Background: an optimization exercise with open tools, aiming at small area and a short achievable clock period. Do not read the settings as production practice. Where RTL was checked, it was by simulation tests only, not by an equivalence proof against the original. The flow treats the clock pin as an ideal source. Dropping or thinning the clock tree relies on that and would not hold on a real chip.

==> flow/design.v (excerpt) <==
module ADDER_TREE #(parameter DATA_IN_WIDTH = 8, DATA_OUT_WIDTH = 16)
  (clk, rst_n, ena, data_in1, data_in2, data_out, done, pipe);
  input clk, rst_n, ena;
  input [DATA_IN_WIDTH - 1:0] data_in1, data_in2;
  output [DATA_OUT_WIDTH:0] data_out;
  output done;
  output [6:0] pipe;
  reg        done;
  reg [6:0]  pipe;
  reg [7:0] a1, b1;
  always @(posedge clk)
    if (ena) begin
      a1 <= data_in1;
      b1 <= data_in2;
    end
  wire hs1 = (a1[2] & b1[0]) ^ (a1[1] & b1[1]);
  wire hc2 = (a1[2] & b1[0]) & (a1[1] & b1[1]);
  wire fs3 = (a1[3] & b1[0]) ^ (a1[2] & b1[1]) ^ (a1[1] & b1[2]);
  wire fc4 = ((a1[3] & b1[0]) & (a1[2] & b1[1])) | ((a1[3] & b1[0]) & (a1[1] & b1[2])) | ((a1[2] & b1[1]) & (a1[1] & b1[2]));
  wire fs5 = (a1[4] & b1[0]) ^ (a1[3] & b1[1]) ^ (a1[2] & b1[2]);
  wire fc6 = ((a1[4] & b1[0]) & (a1[3] & b1[1])) | ((a1[4] & b1[0]) & (a1[2] & b1[2])) | ((a1[3] & b1[1]) & (a1[2] & b1[2]));
  wire fs7 = (a1[5] & b1[0]) ^ (a1[4] & b1[1]) ^ (a1[3] & b1[2]);
  wire fc8 = ((a1[5] & b1[0]) & (a1[4] & b1[1])) | ((a1[5] & b1[0]) & (a1[3] & b1[2])) | ((a1[4] & b1[1]) & (a1[3] & b1[2]));
  wire fs9 = (a1[6] & b1[0]) ^ (a1[5] & b1[1]) ^ (a1[4] & b1[2]);
  wire fc10 = ((a1[6] & b1[0]) & (a1[5] & b1[1])) | ((a1[6] & b1[0]) & (a1[4] & b1[2])) | ((a1[5] & b1[1]) & (a1[4] & b1[2]));
  wire fs11 = (a1[7] & b1[0]) ^ (a1[6] & b1[1]) ^ (a1[5] & b1[2]);
  wire fc12 = ((a1[7] & b1[0]) & (a1[6] & b1[1])) | ((a1[7] & b1[0]) & (a1[5] & b1[2])) | ((a1[6] & b1[1]) & (a1[5] & b1[2]));
  wire fs13 = ~(a1[7] & b1[0]) ^ ~(a1[7] & b1[1]) ^ (a1[6] & b1[2]);
  wire fc14 = (~(a1[7] & b1[0]) & ~(a1[7] & b1[1])) | (~(a1[7] & b1[0]) & (a1[6] & b1[2])) | (~(a1[7] & b1[1]) & (a1[6] & b1[2]));
  reg [18:0] t2;
  reg [7:0] a2;
  reg [7:3] b2;
  always @(posedge clk) begin
    t2[0] <= (a1[0] & b1[0]);    
    t2[1] <= (a1[1] & b1[0]);    
    t2[2] <= (a1[0] & b1[1]);    
  ...
Settings: LEC_CHECK=0, CAP_MARGIN=20, CORE_MARGIN=2, CORE_UTILIZATION=84, SETUP_SLACK_MARGIN=2.4, SLEW_MARGIN=20; clock period 4.0 ns.
standard.sh (not shown) runs the stock make flow with config.mk's settings and CLKGATE_MAP_FILE= SYNTH_SCRIPT=/design/flow/synth_recipe.tcl, a recipe that flattens the netlist after the stock synthesis.
==> flow/flow/run.sh <==
#!/bin/bash
# The standard layout (standard.sh) with these changes to how it is made:
# - plain buffers on the ports instead of the delay cells buffer_ports picks
#   by default;
# - after clock tree synthesis, flow/clock_tree.tcl replaces the clock tree
#   with a balanced two-level tree: four root buffers fed by the clock port,
#   each driving the leaf buffers of one region; every register sees one root
#   and one leaf buffer.
set -euo pipefail
export BUFFER_PORTS_ARGS="-buffer_cell sky130_fd_sc_hd__buf_1"
export CTS_ARGS="-sink_clustering_enable -repair_clock_nets -dont_use_dummy_load -buf_list {sky130_fd_sc_hd__clkbuf_8}"
export POST_CTS_TCL="$PWD/flow/clock_tree.tcl"
export CLOCK_TREE_ROOTS=4
export CLOCK_TREE_LEAVES=12
export CLOCK_TREE_ROOT_CELL=sky130_fd_sc_hd__clkbuf_8
export CLOCK_TREE_LEAF_CELL=sky130_fd_sc_hd__clkbuf_8
bash standard.sh > standard_make.log 2>&1
Other scripts of this flow, unchanged in this note and not shown: flow/flow/clock_tree.tcl
The first run never finished: it broke off in global routing (DPL-0033).
Next try:
--- a/flow/config.mk
+++ b/flow/config.mk
@@ -8,5 +8,5 @@
 export CAP_MARGIN = 20
 export CORE_MARGIN = 2
-export CORE_UTILIZATION = 84
+export CORE_UTILIZATION = 80
 export SETUP_SLACK_MARGIN = 2.4
 export SLEW_MARGIN = 20
Result:
- The new run finished with timing, DRC and antenna clean
- synthesized cell count is unchanged
- area after synthesis does not change
Next try:
--- a/flow/config.mk
+++ b/flow/config.mk
@@ -7,4 +7,6 @@
 export LEC_CHECK = 0
 export CAP_MARGIN = 20
+export CELL_PAD_IN_SITES_DETAIL_PLACEMENT = 0
+export CELL_PAD_IN_SITES_GLOBAL_PLACEMENT = 0
 export CORE_MARGIN = 2
 export CORE_UTILIZATION = 80
=>
- wire length does not change
- design area does not change
- die area does not change
- fmax stays the same

========
ADDER_TREE, a different RTL version from the one above (not shown whole).
For scale: roughly 390 cells after synthesis, about 190 flip-flops, roughly 44 I/O pins.
Settings: LEC_CHECK=0, CAP_MARGIN=20, CORE_MARGIN=2, CORE_UTILIZATION=60, SETUP_SLACK_MARGIN=2.45, SLEW_MARGIN=20; clock period 4.0 ns.
==> flow/flow/clock_tree.tcl <==
set nroot 4
set nleaf 8
set rootmaster sky130_fd_sc_hd__clkbuf_8
set leafmaster sky130_fd_sc_hd__clkbuf_16
foreach {v e} {nroot CLOCK_TREE_ROOTS nleaf CLOCK_TREE_LEAVES rootmaster CLOCK_TREE_ROOT_CELL leafmaster CLOCK_TREE_LEAF_CELL} {
  if {[info exists ::env($e)]} { set $v $::env($e) }
}

set block [ord::get_db_block]
set db [ord::get_db]
set port_net [$block findNet clk]

# walk the clock network from the port: buffers/inverters of the tree, sinks
set tree_insts {}
set tree_nets {}
set sinks {}
set todo [list $port_net]
while {[llength $todo]} {
  set net [lindex $todo 0]
  set todo [lrange $todo 1 end]
  foreach it [$net getITerms] {
    if {![$it isInputSignal]} { continue }
    set inst [$it getInst]
    set m [[$inst getMaster] getName]
    if {[string match "*clkbuf*" $m] || [string match "*clkinv*" $m] || [string match "sky130_fd_sc_hd__buf_*" $m] || [string match "*clkdlybuf*" $m] || [string match "*bufinv*" $m]} {
      lappend tree_insts $inst
      foreach ot [$inst getITerms] {
        if {[$ot isOutputSignal] && [$ot getNet] ne "NULL"} {
          lappend todo [$ot getNet]
          lappend tree_nets [$ot getNet]
        }
      }
    } else {
      lappend sinks $it
    }
  }
}
puts "clock_tree: [llength $tree_insts] tree cells, [llength $sinks] sinks"

# disconnect sinks, delete old tree
foreach it $sinks { $it disconnect }
foreach inst $tree_insts { odb::dbInst_destroy $inst }
foreach net $tree_nets { odb::dbNet_destroy $net }

# group sinks by location: recursive bisection along the longer side
proc sink_xy {it} {
  set inst [$it getInst]
  set b [$inst getBBox]
  return [list [expr {([$b xMin] + [$b xMax]) / 2}] [expr {([$b yMin] + [$b yMax]) / 2}]]
}
proc bisect {items n} {
  if {$n <= 1 || [llength $items] < 2} { return [list $items] }
  set xs {}; set ys {}
  foreach it $items { lassign [sink_xy $it] x y; lappend xs $x; lappend ys $y }
  set xs [lsort -integer $xs]; set ys [lsort -integer $ys]
  set dx [expr {[lindex $xs end] - [lindex $xs 0]}]
  set dy [expr {[lindex $ys end] - [lindex $ys 0]}]
  set axis [expr {$dx >= $dy ? 0 : 1}]
  set keyed {}
  foreach it $items { lappend keyed [list [lindex [sink_xy $it] $axis] $it] }
  set keyed [lsort -integer -index 0 $keyed]
  set n1 [expr {$n / 2}]
  set cut [expr {[llength $keyed] * $n1 / $n}]
  set a {}; set b {}
  set i 0
  foreach k $keyed { if {$i < $cut} { lappend a [lindex $k 1] } else { lappend b [lindex $k 1] }; incr i }
  return [concat [bisect $a $n1] [bisect $b [expr {$n - $n1}]]]
}
proc new_buffer {block master name in_net loads x y} {
  set net [odb::dbNet_create $block "${name}_net"]
  $net setSigType CLOCK
  set inst [odb::dbInst_create $block $master $name]
  $inst setSourceType TIMING
  $inst setLocation $x $y
  $inst setPlacementStatus PLACED
  [$inst findITerm A] connect $in_net
  [$inst findITerm X] connect $net
  foreach it $loads { $it connect $net }
  return $inst
}
proc centroid {items} {
  set sx 0; set sy 0
  foreach it $items { lassign [sink_xy $it] x y; incr sx $x; incr sy $y }
  return [list [expr {$sx / [llength $items]}] [expr {$sy / [llength $items]}]]
}
proc bisect_groups {groups n} {
  if {$n <= 1 || [llength $groups] < 2} { return [list $groups] }
  set xs {}; set ys {}
  foreach g $groups { lassign [centroid $g] x y; lappend xs $x; lappend ys $y }
  set xs [lsort -integer $xs]; set ys [lsort -integer $ys]
  set axis [expr {([lindex $xs end] - [lindex $xs 0]) >= ([lindex $ys end] - [lindex $ys 0]) ? 0 : 1}]
  set keyed {}
  foreach g $groups { lappend keyed [list [lindex [centroid $g] $axis] $g] }
  set keyed [lsort -integer -index 0 $keyed]
  set n1 [expr {$n / 2}]
  set cut [expr {[llength $keyed] * $n1 / $n}]
  set a {}; set b {}
  set i 0
  foreach k $keyed { if {$i < $cut} { lappend a [lindex $k 1] } else { lappend b [lindex $k 1] }; incr i }
  return [concat [bisect_groups $a $n1] [bisect_groups $b [expr {$n - $n1}]]]
}
set groups [bisect $sinks $nleaf]
if {$nroot == 0} {
  # one level: the port drives the leaf buffers directly
  set lmaster [$db findMaster $leafmaster]
  set l 0
  foreach g $groups {
    lassign [centroid $g] cx cy
    new_buffer $block $lmaster "clkbuf_leaf$l" $port_net $g $cx $cy
    puts "clock_tree: leaf $l drives [llength $g] sinks at ($cx, $cy)"
    incr l
  }
  set rootgroups {}
} else {
set rootgroups [bisect_groups $groups $nroot]
set rmaster [$db findMaster $rootmaster]
set lmaster [$db findMaster $leafmaster]
set r 0
set l 0
foreach rg $rootgroups {
  set all {}
  foreach g $rg { set all [concat $all $g] }
  lassign [centroid $all] rx ry
  set rnet [odb::dbNet_create $block "clknet_root$r"]
  $rnet setSigType CLOCK
  set rinst [odb::dbInst_create $block $rmaster "clkbuf_root$r"]
  $rinst setSourceType TIMING
  $rinst setLocation $rx $ry
  $rinst setPlacementStatus PLACED
  [$rinst findITerm A] connect $port_net
  [$rinst findITerm X] connect $rnet
  foreach g $rg {
    lassign [centroid $g] cx cy
    new_buffer $block $lmaster "clkbuf_leaf$l" $rnet $g $cx $cy
    puts "clock_tree: root $r leaf $l drives [llength $g] sinks at ($cx, $cy)"
    incr l
  }
  incr r
}
}
$port_net setSigType CLOCK
detailed_placement
check_placement
estimate_parasitics -placement
Scripts as last shown in full above: flow/flow/run.sh
The starting point ran to the end with no violations.
Next try:
--- a/flow/flow/run.sh
+++ b/flow/flow/run.sh
@@ -14 +14 @@
-export CLOCK_TREE_LEAVES=12
+export CLOCK_TREE_LEAVES=8
@@ -16 +16 @@
-export CLOCK_TREE_LEAF_CELL=sky130_fd_sc_hd__clkbuf_8
+export CLOCK_TREE_LEAF_CELL=sky130_fd_sc_hd__clkbuf_16
Result:
- final cell count falls by 1.0%
- cell area stays flat
- area after synthesis does not change
- via count falls by 1.2%
Function was not checked in any run of this note: the RTL went through the layout flow alone.

[separate check: timing with driven ports]
The results above use ideal ports. As a check the final layouts listed here were re-extracted and re-timed, cells and wires unchanged. Step 1, drivers: a clkbuf_16 drives clk and a buf_2 each remaining input, both assumed. Step 2 adds t to the input delays and takes it off the output delays; t is the mean of the earliest and latest rising clock arrival at the registers after step 1. Input paths then give back, and output paths get back, about the clock's delay inside the block. a / b / c = ideal ports / drivers / drivers and shift; a / b = the first two.
| run | t, ns | setup slack, ns | slew at the worst register clock pin (ns) |
|---|---|---|---|
| the second run of note 1 | 0.346 | 2.367 / 2.306 / 2.179 | 0.10 / 0.10 |
| the third run of note 1 | 0.346 | 2.367 / 2.306 / 2.179 | 0.10 / 0.10 |
| the first run of note 2 | 0.344 | 2.195 / 2.195 / 2.195 | 0.09 / 0.09 |
| the second run of note 2 | 0.341 | 2.208 / 2.208 / 2.208 | 0.08 / 0.08 |
After both steps setup and hold are still met in every run listed.
